From an optimization exercise on the open Yosys and OpenROAD flow, aimed at small area; shortcuts taken in it are not production practice.
Only simulation tests tie the RTL to the original design; equivalence was not proved.
Power and IR drop assume default switching activity.

--- design/flow/constraint.sdc ---
create_clock -name core_clock -period 10.0 [get_ports {clk}]
set_input_delay 2.0000 -clock core_clock [delete_from_list [all_inputs] [get_ports {clk}]]
set_output_delay 2.0000 -clock core_clock [all_outputs]
set_load 0.01 [all_outputs]
--- design/flow/config.mk ---
export PLATFORM = sky130hd
export DESIGN_NAME = uart16550
export DESIGN_NICKNAME = uart16550
export VERILOG_FILES = /design/flow/design.v
export SDC_FILE = /design/flow/constraint.sdc
export NUM_CORES = 4
export LEC_CHECK = 0
export CAP_MARGIN = 20
export CORE_MARGIN = 2
export CORE_UTILIZATION = 40
export PLACE_DENSITY = 0.6
export SLEW_MARGIN = 20
--- design/flow/design.v ---
module fifo(
    input rst, clk, clr, en,
    input push_in, pop_in,
    input [7:0] din,
    input [3:0] threshold,
    output [7:0] dout,
    output reg empty, full, overrun, underrun, threshold_trigger
);
    reg [7:0] mem [0:15];  
    reg [3:0] waddr;
    logic push, pop;  
    logic temp_full, temp_empty;
    assign temp_empty = ~|(waddr);  
    assign temp_full  = &(waddr);   
    assign push = push_in & ~temp_full  & ~pop_in & en;  
    assign pop  = pop_in  & ~temp_empty & ~push_in & en;  
    always@(posedge clk, posedge rst) begin
        if(rst) waddr <= 4'h0;
        else if(clr) waddr <= 4'h0;
        else begin
            case({push, pop})
                2'b10: waddr <= waddr + 1;
                2'b01: waddr <= waddr - 1;
                default: waddr <= waddr;
            endcase
        end
    end
    assign dout = mem[0];  
    always@(posedge clk, posedge rst) begin
        if(rst) for(int i=0; i<16; ++i) mem[i] <= 8'h00;
        else if(clr) for(int i=0; i<16; ++i) mem[i] <= 8'h00;
        else begin
            case({push, pop})
                2'b01: begin
                    for(int i=0; i<15; ++i) mem[i] <= mem[i+1];
                    mem[15] <= 8'h00;
                end
                2'b10: mem[waddr] <= din;
                default: ;
            endcase
        end
    end
    always@(posedge clk, posedge rst) begin
        if(rst) begin
            empty <= 1'b1;
            full <= 1'b0;
            underrun <= 1'b0;
            overrun <= 1'b0;
            threshold_trigger <= 1'b0;
        end
        else begin
            empty <= temp_empty;
            full <= temp_full;
            underrun <= pop_in & temp_empty;
            overrun <= push_in & temp_full;
            threshold_trigger <= (waddr >= threshold);
        end
    end
endmodule
module uart_tx_top(
    input clk, rst, baud_pulse, parity_enable, tx_hold_reg_empty, stop_bit, sticky_parity, even_parity_select, set_break,
    input [7:0] din,  
    input [1:0] wls,
    output reg pop, sreg_empty, tx
);
    typedef enum logic [1:0] { 
        idle,
        start,
        send,
        parity
    } state_type;
    state_type state;
    reg [7:0] shift_register;  
    reg tx_data;  
    reg d_parity;  
    reg [2:0] bit_count;  
    reg [4:0] count;  
    reg parity_out;  
    always@(posedge clk, posedge rst) begin
        if(rst) begin
            state <= idle;
            count <= 5'd15;
            bit_count <= 0;
            shift_register <= 8'h00;
            pop <= 1'b0;
            sreg_empty <= 1'b0;
            tx_data <= 1'b1;
            d_parity <= 1'b0;
            parity_out <= 1'b0;
        end
        else begin
            pop <= 1'b0;  
            if(baud_pulse) begin
            case(state)
                idle: begin
                    if(tx_hold_reg_empty == 1'b0) begin  
                        if(count != 0) begin  
                            count <= count - 1;
                            state <= idle;
                        end
                        else begin
                            count <= 5'd15;
                            state <= start;
                            bit_count <= {1'b1, wls};  
                            pop <= 1'b1;  
                            shift_register <= din;
                            sreg_empty <= 1'b0;
                            tx_data <= 1'b0;  
                        end
                    end
                end
                start: begin
                    case(wls)  
                        2'b00: d_parity <= ^shift_register[4:0];
                        2'b01: d_parity <= ^shift_register[5:0];
                        2'b10: d_parity <= ^shift_register[6:0];
                        2'b11: d_parity <= ^shift_register[7:0];
                    endcase
                    if(count !=0) begin  
                        count <= count -1;
                        state <= start;
                    end
                    else begin
                        count <= 5'd15;
                        state <= send;
                        tx_data <= shift_register[0];  
                        shift_register <= shift_register >> 1;  
                    end
                end
                send: begin
                    case({sticky_parity, even_parity_select})
                        2'b00: parity_out <= ~d_parity;  
                        2'b01: parity_out <= d_parity;  
                        2'b10: parity_out <= 1'b1;      
                        2'b11: parity_out <= 1'b0;      
                    endcase
                    if(bit_count != 0) begin
                        if(count != 0) begin
                            count <= count - 1;
                            state <= send;
                        end
                        else begin
                            count <= 5'd15;
                            bit_count <= bit_count - 1;
                            state <= send;
                            tx_data <= shift_register[0];  
                            shift_register <= shift_register >> 1;  
                        end
                    end
                    else begin
                        if(count != 0) begin 
                            count <= count -1;
                            state <= send;
                        end
                        else begin
                            count <= 5'd15;
                            sreg_empty <= 1'b1;
                            if(parity_enable == 1'b1) begin
                                state <= parity;
                                count <= 5'd15;
                                tx_data <= parity_out;
                            end
                            else begin
                                state <= idle;
                                tx_data <= 1'b1;
                                count <= (stop_bit == 1'b0) ? 5'd15 : (wls == 2'b00) ? 5'd23 : 5'd31;
                            end
                        end
                    end
                end
                parity: begin
                    if(count != 0) begin  
                        count <= count -1;
                        state <= parity;
                    end
                    else begin
                        state <= idle;
                        tx_data <= 1'b1;
                        count <= (stop_bit == 1'b0) ? 5'd15 : (wls == 2'b00) ? 5'd23 : 5'd31;
                    end
                end
                default: ;
            endcase
            end
        end
    end
    always@(posedge clk, posedge rst) begin 
        if(rst) tx <= 1'b1;
        else tx <= tx_data & ~set_break;
    end
endmodule
module uart_rx_top(
    input clk, rst, baud_pulse, rx, parity_enable, sticky_parity, even_parity_select,
    input [1:0] wls,
    output reg push, 
    output reg parity_error, frame_error, break_error,
    output reg [7:0] dout
);
    typedef enum logic [7:0] {
        idle,
        start,
        read,
        parity,
        stop
    } state_type;
    state_type state;
    reg rx_reg;  
    wire fall_edge;
    always@(posedge clk, posedge rst) begin
        if(rst) rx_reg <= 1'b1;
        else rx_reg <= rx;
    end
    assign fall_edge = rx_reg;
    reg [2:0] bit_count;  
    reg [3:0] count;  
    always@(posedge clk, posedge rst) begin
        if(rst) begin
            state <= idle;
            push <= 1'b0;
            parity_error <= 1'b0;
            frame_error <= 1'b0;
            break_error <= 1'b0;
            bit_count <= 3'h0;
            count <= 4'h0;
            dout <= 8'h00;
        end
        else begin
            push <= 1'b0;
            if (baud_pulse) begin
                case(state)
                    idle: begin
                        if(!fall_edge) begin
                            state <= start;
                            count <= 4'd15;
                        end
                        else state <= idle;
                    end
                    start: begin
                        count <= count -1;
                        if(count == 4'd7) begin  
                            if(rx==1'b1) begin  
                                state <= idle;
                                count <= 4'd15;
                            end
                            else state <= start;
                        end
                        else if(count == 0) begin
                            state <= read;
                            count <= 4'd15;
                            bit_count <= {1'b1, wls};  
                        end
                    end
                    read: begin
                        count <= count -1;
                        if(count == 4'd7) begin
                            case(wls)
                                2'b00: dout <= {3'b000, rx, dout[4:1]};  
                                2'b01: dout <= {2'b00 , rx, dout[5:1]};
                                2'b10: dout <= {1'b0  , rx, dout[6:1]};
                                2'b11: dout <= {        rx, dout[7:1]};
                            endcase
                            state <= read;
                        end
                        else if(count == 0) begin
                            if(bit_count == 0) begin
                                if(parity_enable == 1'b1) begin
                                    state <= parity;
                                    count <= 4'd15;
                                end
                                else begin
                                    state <= stop;
                                    count <= 4'd15;
                                end
                            end
                            else begin
                                bit_count <= bit_count -1;
                                state <= read;
                                count <= 4'd15;
                            end
                        end
                    end
                    parity: begin
                        count <= count -1;
                        if(count == 4'd7) begin
                            case({sticky_parity, even_parity_select})
                                2'b00: parity_error <= ~^{rx, dout};  
                                2'b01: parity_error <= ^{rx, dout};  
                                2'b10: parity_error <= ~rx;      
                                2'b11: parity_error <= rx;      
                            endcase
                            state <= parity;
                        end
                        else if(count == 0) begin
                            state <= stop;
                            count <= 4'd15;
                        end
                    end
                    stop: begin
                        count <= count -1;
                        if(count == 4'd7) begin
                            frame_error <= ~rx;  
                            push <= 1'b1;
                            state <= stop;
                        end
                        else if(count == 0) begin
                            state <= idle;
                            count <= 4'd15;
                        end
                    end
                    default: ;
                endcase
            end
        end
    end
endmodule
 module uart_registers(
    input clk, rst,
    input wr, rd,
    input rx_fifo_empty,
    input rx_output_error, rx_parity_error, rx_frame_error, rx_break_error,
    input [2:0] addr,   
    input [7:0] din,
    input [7:0] rx_fifo_in,
    output tx_push, rx_pop, tx_rst, rx_rst,
    output [3:0] rx_fifo_threshold,
    output reg [7:0] dout,
    output [7:0] fcr_out, lcr_out, lsr_out,
    output baud_out
 );
    reg [7:0] lcr;
    wire lcr_dlab = lcr[7];  
    reg [1:0] fcr_rx_trigger;  
    reg       fcr_dma_mode;    
    reg       fcr_tx_rst;      
    reg       fcr_rx_rst;      
    reg       fcr_fifo_ena;    
    reg [7:0] lsr;
    reg [7:0] scr;  
    wire [3:0] dlab_addr;
    assign dlab_addr = {lcr_dlab, addr};
    wire tx_fifo_wr;
    assign tx_fifo_wr = wr & (dlab_addr == 4'b0000);  
    assign tx_push = tx_fifo_wr;  
    wire rx_fifo_rd;
    assign rx_fifo_rd = rd & (dlab_addr == 4'b0000);
    assign rx_pop = rx_fifo_rd;
    reg [7:0] rx_data;  
    always@(posedge clk, posedge rst) begin
        if(rst) rx_data <= 8'h00;
        else if(rx_pop) rx_data <= rx_fifo_in;  
    end
    reg [7:0] dmsb;  
    reg [7:0] dlsb;  
    wire [15:0] divisor = {dmsb, dlsb};
    reg update_baud;
    reg baud_pulse;
    reg [15:0] baud_count;
    always@(posedge clk, posedge rst) begin
        if(rst) begin
            dlsb <= 8'h00;
            dmsb <= 8'h00;
            update_baud <= 1'b0;
        end
        else begin
            update_baud <= 1'b0;
            if(wr & (dlab_addr == 4'b1000)) begin
                dlsb <= din;  
                update_baud <= 1'b1;  
            end
            if(wr & (dlab_addr == 4'b1001)) begin
                dmsb <= din;  
                update_baud <= 1'b1;  
            end
        end
    end
    always @(posedge clk, posedge rst) begin
        if (rst) baud_count  <= 16'h0;
        else if (update_baud || baud_count == 16'h0000) baud_count <= divisor;  
        else baud_count <= baud_count -1;
    end
    always @(posedge clk, posedge rst) begin
        if(rst) baud_pulse <= 1'b0;
        else baud_pulse <= |divisor & ~|baud_count;  
    end
    assign baud_out = baud_pulse;  
    always @(posedge clk, posedge rst) begin
        if(rst) begin
            fcr_rx_trigger <= 2'b00;
            fcr_dma_mode   <= 1'b0;
            fcr_tx_rst     <= 1'b0;
            fcr_rx_rst     <= 1'b0;
            fcr_fifo_ena   <= 1'b0;
        end
        else if (wr == 1'b1 && addr == 3'b010) begin
            fcr_rx_trigger <= din[7:6];
            fcr_dma_mode   <= din[3];
            fcr_tx_rst     <= din[2];
            fcr_rx_rst     <= din[1];
            fcr_fifo_ena   <= din[0];
        end
        else begin
            fcr_tx_rst     <= 1'b0;
            fcr_rx_rst     <= 1'b0;
        end
    end
    assign tx_rst = fcr_tx_rst;   
    assign rx_rst = fcr_rx_rst;
    assign fcr_out = {fcr_rx_trigger, 2'b00, fcr_dma_mode, fcr_tx_rst, fcr_rx_rst, fcr_fifo_ena};
    reg [3:0] rx_fifo_th_count;
    always@(*) begin
        if(fcr_fifo_ena == 1'b0) rx_fifo_th_count = 0;
        else begin
            case(fcr_rx_trigger)
                2'b00: rx_fifo_th_count = 4'd1;
                2'b01: rx_fifo_th_count = 4'd4;
                2'b10: rx_fifo_th_count = 4'd8;
                2'b11: rx_fifo_th_count = 4'd14;
            endcase
        end
    end
    assign rx_fifo_threshold = rx_fifo_th_count;    
    reg [7:0] lcr_temp;
    always @(posedge clk, posedge rst) begin
        if(rst) lcr <= 8'h00;
        else if (wr == 1'b1 && addr == 3'b011) lcr <= din;
    end
    assign lcr_out = lcr;
    wire read_lcr;
    assign read_lcr = (rd == 1) & (addr == 3'b011);
    always@(posedge clk, posedge rst) begin
        if(rst) lcr_temp <= 8'h00;
        else if(read_lcr) lcr_temp <= lcr;
    end
    always@(posedge clk, posedge rst) begin
        if(rst) lsr <= 8'b01100000;  
        else begin
            lsr[0] <=  ~rx_fifo_empty;
            lsr[1] <=   rx_output_error;
            lsr[2] <=   rx_parity_error;
            lsr[3] <=   rx_frame_error;
            lsr[4] <=   rx_break_error;
        end
    end
    assign lsr_out = lsr;
    reg [7:0] lsr_temp; 
    wire read_lsr;
    assign read_lsr = (rd == 1) & (addr == 3'b101);
    always@(posedge clk, posedge rst) begin
        if(rst) lsr_temp <= 8'h00;
        else if(read_lsr) lsr_temp <= lsr;
    end
    always@(posedge clk, posedge rst) begin
        if(rst) scr <= 8'h00;
        else if(wr == 1'b1 && addr == 3'b111) scr <= din;
    end 
    reg [7:0] scr_temp; 
    wire read_scr;
    assign read_scr = (rd == 1) & (addr == 3'b111);
    always@(posedge clk, posedge rst) begin
        if(rst) scr_temp <= 8'h00;
        else if(read_scr) scr_temp <= scr;
    end
    always@(posedge clk, posedge rst) begin
        if(rst) dout <= 8'h00;
        else begin
            case(addr)
                0: dout <= lcr_dlab ? dlsb : rx_data;
                1: dout <= lcr_dlab ? dmsb : 8'h00;  
                2: dout <= 8'h00;  
                3: dout <= lcr_temp;
                4: dout <= 8'h00;  
                5: dout <= lsr_temp;
                6: dout <= 8'h00;  
                7: dout <= scr_temp;
                default: ;
            endcase
        end
    end
    endmodule
module uart16550(
    input clk, rst,
    input wr, rd,
    input [2:0] addr,
    input [7:0] din,
    input rx,
    output [7:0] dout,
    output tx
);
    wire tx_push, rx_pop, tx_rst, rx_rst, baud_pulse;
    wire [3:0] rx_fifo_threshold;
    wire [7:0] fcr, lcr, lsr;
    wire [7:0] tx_fifo_out, rx_fifo_out, rx_data;
    wire tx_fifo_empty, tx_pop, tx_sreg_empty;
    wire rx_push, rx_parity_error, rx_frame_error, rx_break_error;
    wire rx_fifo_empty, rx_fifo_overrun;
    wire tx_fifo_full, tx_fifo_overrun, tx_fifo_underrun, tx_fifo_trigger;
    wire rx_fifo_full, rx_fifo_underrun, rx_fifo_trigger;
    uart_registers regs (
        .clk(clk), .rst(rst), .wr(wr), .rd(rd),
        .rx_fifo_empty(rx_fifo_empty),
        .rx_output_error(rx_fifo_overrun),
        .rx_parity_error(rx_parity_error),
        .rx_frame_error(rx_frame_error),
        .rx_break_error(rx_break_error),
        .addr(addr), .din(din), .rx_fifo_in(rx_fifo_out),
        .tx_push(tx_push), .rx_pop(rx_pop), .tx_rst(tx_rst), .rx_rst(rx_rst),
        .rx_fifo_threshold(rx_fifo_threshold),
        .dout(dout), .fcr_out(fcr), .lcr_out(lcr), .lsr_out(lsr),
        .baud_out(baud_pulse)
    );
    fifo tx_fifo (
        .rst(rst), .clk(clk), .clr(tx_rst), .en(fcr[0]),
        .push_in(tx_push), .pop_in(tx_pop), .din(din), .threshold(4'd0),
        .dout(tx_fifo_out), .empty(tx_fifo_empty), .full(tx_fifo_full),
        .overrun(tx_fifo_overrun), .underrun(tx_fifo_underrun),
        .threshold_trigger(tx_fifo_trigger)
    );
    uart_tx_top utx (
        .clk(clk), .rst(rst), .baud_pulse(baud_pulse),
        .parity_enable(lcr[3]), .tx_hold_reg_empty(tx_fifo_empty),
        .stop_bit(lcr[2]), .sticky_parity(lcr[5]), .even_parity_select(lcr[4]),
        .set_break(lcr[6]), .din(tx_fifo_out), .wls(lcr[1:0]),
        .pop(tx_pop), .sreg_empty(tx_sreg_empty), .tx(tx)
    );
    uart_rx_top urx (
        .clk(clk), .rst(rst), .baud_pulse(baud_pulse), .rx(rx),
        .parity_enable(lcr[3]), .sticky_parity(lcr[5]), .even_parity_select(lcr[4]),
        .wls(lcr[1:0]),
        .push(rx_push), .parity_error(rx_parity_error), .frame_error(rx_frame_error),
        .break_error(rx_break_error), .dout(rx_data)
    );
    fifo rx_fifo (
        .rst(rst), .clk(clk), .clr(rx_rst), .en(fcr[0]),
        .push_in(rx_push), .pop_in(rx_pop), .din(rx_data), .threshold(rx_fifo_threshold),
        .dout(rx_fifo_out), .empty(rx_fifo_empty), .full(rx_fifo_full),
        .overrun(rx_fifo_overrun), .underrun(rx_fifo_underrun),
        .threshold_trigger(rx_fifo_trigger)
    );
endmodule
--- design/flow/run.sh ---
#!/bin/bash
# synth_recipe.tcl (not shown) runs the flow's synth.tcl, then flattens the netlist and writes it again
# the make line also repeats each setting of config.mk as NAME=value (left out here)
make -C /OpenROAD-flow-scripts/flow DESIGN_CONFIG=/design/flow/config.mk WORK_HOME=/design/flow/orfs CLKGATE_MAP_FILE= SYNTH_SCRIPT=/design/flow/synth_recipe.tcl finish
==> results.tsv <==
stage	metric	value	unit
layout	layout-drive-gt1-share	13.0	%
clocking	cts.sinks	406	
clocking	clock_latency	560	ps
die	die_w	220	µm
logic_synthesis	synth-seq-area-share	54.6	%
pwr	p_sw_share	27.9	%
die	initial_utilization	40.2	%
pwr	power_density	209	mW/mm²
logic_synthesis	async_reset_ff_share	100	%
logic_synthesis	ys.flop_type	dfrtp_1	
layout	reg_top3	rx_fifo.mem: 128 flops, tx_fifo.mem: 128 flops, regs.baud_count: 16 flops	
logic_synthesis	yosysWarnings	5	
logic_synthesis	synth.top_cells.by_count	397 x dfrtp_1, 326 x a21oi_1, 252 x nand2_1	
worst_hold_path	hold_path_depth	0	
routing	ant_nets	0	
worst_setup_path	worstPathMaxFanout	74	
pwr	p_seq_share	47.6	%
routing	num_vias	13143	
worst_setup_path	cp.required	10460	ps
logic_synthesis	synth_top_area_cell	dfrtp_1	
logic_synthesis	synth_most_common_cell	dfrtp_1	
timing	setup_viol	0	
pwr	p_int	3130	µW
pwr	p_clk_share	38.0	%
timing	tightestPinTransition	1070	ps
pwr	combPwrFrac	14.3	%
clocking	cts_resized	0	
die	num_rows	79	
global_routing	antenna_found_initial	1	
die	die_area	0.0483	mm²
pwr	p_leak	0.00870	µW
timing	timing.final.crit_share	48.3	%
pwr	ir_drop	0.000156	V
logic_synthesis	synth_enable_flop_cells	0	
clocking	clk_pin_slew_worst_paths	60	ps
logic_synthesis	synth_top_area_share	53.4	%
logic_synthesis	syn-num-nets	1898	
clocking	hold_buffers	0	
die	coreArea	0.0463	mm²
global_routing	grt_max_degree	178	
timing	finalClockSkew	19.0	ps
clocking	cts_buffers	46	
placement	dp_slack	4620	ps
worst_setup_path	arrival	5290	ps
clocking	cts_tree	done	
routing	vias_per_cell	5.31	
timing	layout_setup_ws	5170	ps
placement	portBuffers	24	
clocking	post-cts-setup-buffer-count	0	
timing	finalCriticalPeriod	4830	ps
routing	dr.pass1.iters	5	
global_routing	grt_pass1_vias	12820	
timing	final.setup.tns	0	ps
die	die_h	220	µm
global_routing	grt_usage	16.9	%
worst_setup_path	cp-start-kind	input port	
timing	maxSlewHeadroom	28.5	%
layout	nets	1873	
placement	gp_congestion	0.856	
placement	place_hpwl	26.1	mm
global_routing	grt-ovfl-total	0	
clocking	clock_path_buffers	3	
clocking	cts_root_buf	clkbuf_16	
global_routing	grt_pass1_wl	67.2	mm
worst_hold_path	hp-class	register to register	
pwr	switchingPower	1210	µW
timing	finalHoldViolations	0	
worst_setup_path	worstSetupPathType	input port to register	
logic_synthesis	syn_avg_cell_area	10.0	µm²
layout	fill_cells	4372	
timing	max_freq	207	MHz
routing	drc	0	
logic_synthesis	netlist_instances	1857	
timing	rsz0062_at_grt	false	
routing	drtIter0Drc	971	
layout	area_growth	11.7	%
worst_setup_path	critical_path.endpoint_type	register	
run_status	status	timing/DRC/antenna clean	
logic_synthesis	synth_cell_type_count	75	
timing	maxSlewViolCount	0	
clocking	htree_levels	2	
worst_setup_path	reg2reg_depth	7	
die	pin_count	25	
routing	routedWlPerCell	16.2	µm
logic_synthesis	syn-cell-area	0.0186	mm²
flow_run	maxCapViolations	0	
logic_synthesis	synthTopCellsByArea	dfrtp_1 53%, a21oi_1 8.8%, nand2_1 5.1%	
routing	wirelength	40.1	mm
logic_synthesis	ys_seq_elements	406	
==> area by class of cell <==
type | count | area [µm²] | share of cell area (%)
inverter | 35 | 135 | 0.650
multi-input combinational | 1294 | 7770 | 37.4
clock buffer | 67 | 1320 | 6.35
timing repair buffer | 49 | 473 | 2.27
antenna | 1 | 2.50 | 0.0120
clock inverter | 17 | 169 | 0.812
tap | 607 | 759 | 3.65
sequential | 406 | 10200 | 48.9
==> power by group through the flow <==
stage / Combinational (µW) / Clock, µW / Sequential [µW]
final: 624 / 1650 / 2070
after detailed placement: 627 / 0 / 2100
after global placement: 606 / 0 / 2090
after floorplan: 517 / 0 / 2020
after global routing: 703 / 1760 / 2100
after CTS: 630 / 1690 / 2070
==> worst paths after layout <==
kind,slack (ps),endpoint,start
min,350,regs.lsr[1],rx_fifo.overrun
min in group asynchronous,1830,rx_fifo.mem[9][2],rst
max,5170,tx_fifo.mem[10][7],addr[1]
max in group asynchronous,6300,utx.shift_register[0],rst
max reg2reg,6580,tx_fifo.mem[10][7],tx_fifo.waddr[1]
min reg2reg,350,regs.lsr[1],rx_fifo.overrun
==> cell usage in the layout (no fill, tap or decap), types with 5 or more instances in the layout <==
master / instances
dfrtp_1: 397
a21oi_1: 325
nand2_1: 252
o21ai_0: 124
o21ai_1: 100
nor2_1: 95
mux2_2: 75
clkbuf_16: 47
inv_1: 34
ha_1: 25
xnor2_1: 24
clkdlybuf4s50_1: 24
buf_4: 22
mux2i_1: 21
and3_1: 20
nor3_1: 20
nand3_1: 13
and2_1: 13
clkbuf_1: 13
o21ai_2: 12
a211oi_2: 12
nor4_1: 12
nor2b_1: 11
xor2_1: 10
dfstp_2: 9
a31oi_1: 8
nor3b_2: 8
a221oi_1: 8
clkinv_2: 8
clkbuf_8: 7
nand2b_1: 6
a22o_1: 6
a21oi_4: 5
o211ai_1: 5
nand3b_1: 5
o31ai_1: 5
==> stage by stage <==
step	util (%)	power [µW]	instances	cell area, µm²	hold WS (ps)
global placement	41.7	2700	2390	19300	338
CTS	44.9	4390	2475	20800	356
finish	45.0	4350	2476	20800	354
detailed placement	41.7	2730	2391	19300	340
floorplan	-	2540	1857	18600	331
global route	45.0	4570	2475	20800	363
==> per-layer routing <==
metal,part of all wire [%],GRT usage (%),vias to the layer above
li1,-,-,6474
met1,48,23.5,6424
met2,47,27.5,190
met3,3.5,2.50,55
met4,2.1,5.08,0
met5,0,0,-
==> critical path, stage by stage <==
cell and delay [ps]:
clkdlybuf4s50_1 800, nor4_4 200, and4_1 320, nor2_4 790
buf_4 760, a21oi_1 150, o21ai_0 220
==> cells by family after synthesis <==
| group | count (synthesis) | share of synthesized area (%) |
|---|---|---|
| fa+ha+maj | 25 | 1.68 |
| simple gates | 492 | 12.5 |
| mux | 96 | 5.67 |
| flops | 406 | 54.6 |
| compound gates | 647 | 20.0 |
| buf+inv | 157 | 3.90 |
| xor+xnor | 34 | 1.60 |

[what the ideal ports hide]
No port has a modelled driver above. Below, the same layout with a new extraction and two added sets of constraints.
Step 1 (the two cells are an assumption about what drives the block):
set clk [get_ports {clk}]
set_driving_cell -lib_cell sky130_fd_sc_hd__clkbuf_16 $clk
set_driving_cell -lib_cell sky130_fd_sc_hd__buf_2 [delete_from_list [all_inputs] $clk]
Step 2 adds t to the input delays and takes it off the output delays; t is the mean of the earliest and latest rising clock arrival at the registers after step 1. Input paths then give back, and output paths get back, about the clock's delay inside the block.
Three values: ideal ports, drivers, drivers and shift; two values: the first two.
shift t [ns]: 0.611
setup slack, ns: 5.166 / 5.187 / 4.576
slew at the worst register clock pin (ns): 0.06 / 0.06
After both steps setup and hold are still met in this run. For this run, drivers alone change the setup slack by +0.021 ns; drivers and shift together by -0.590 ns.
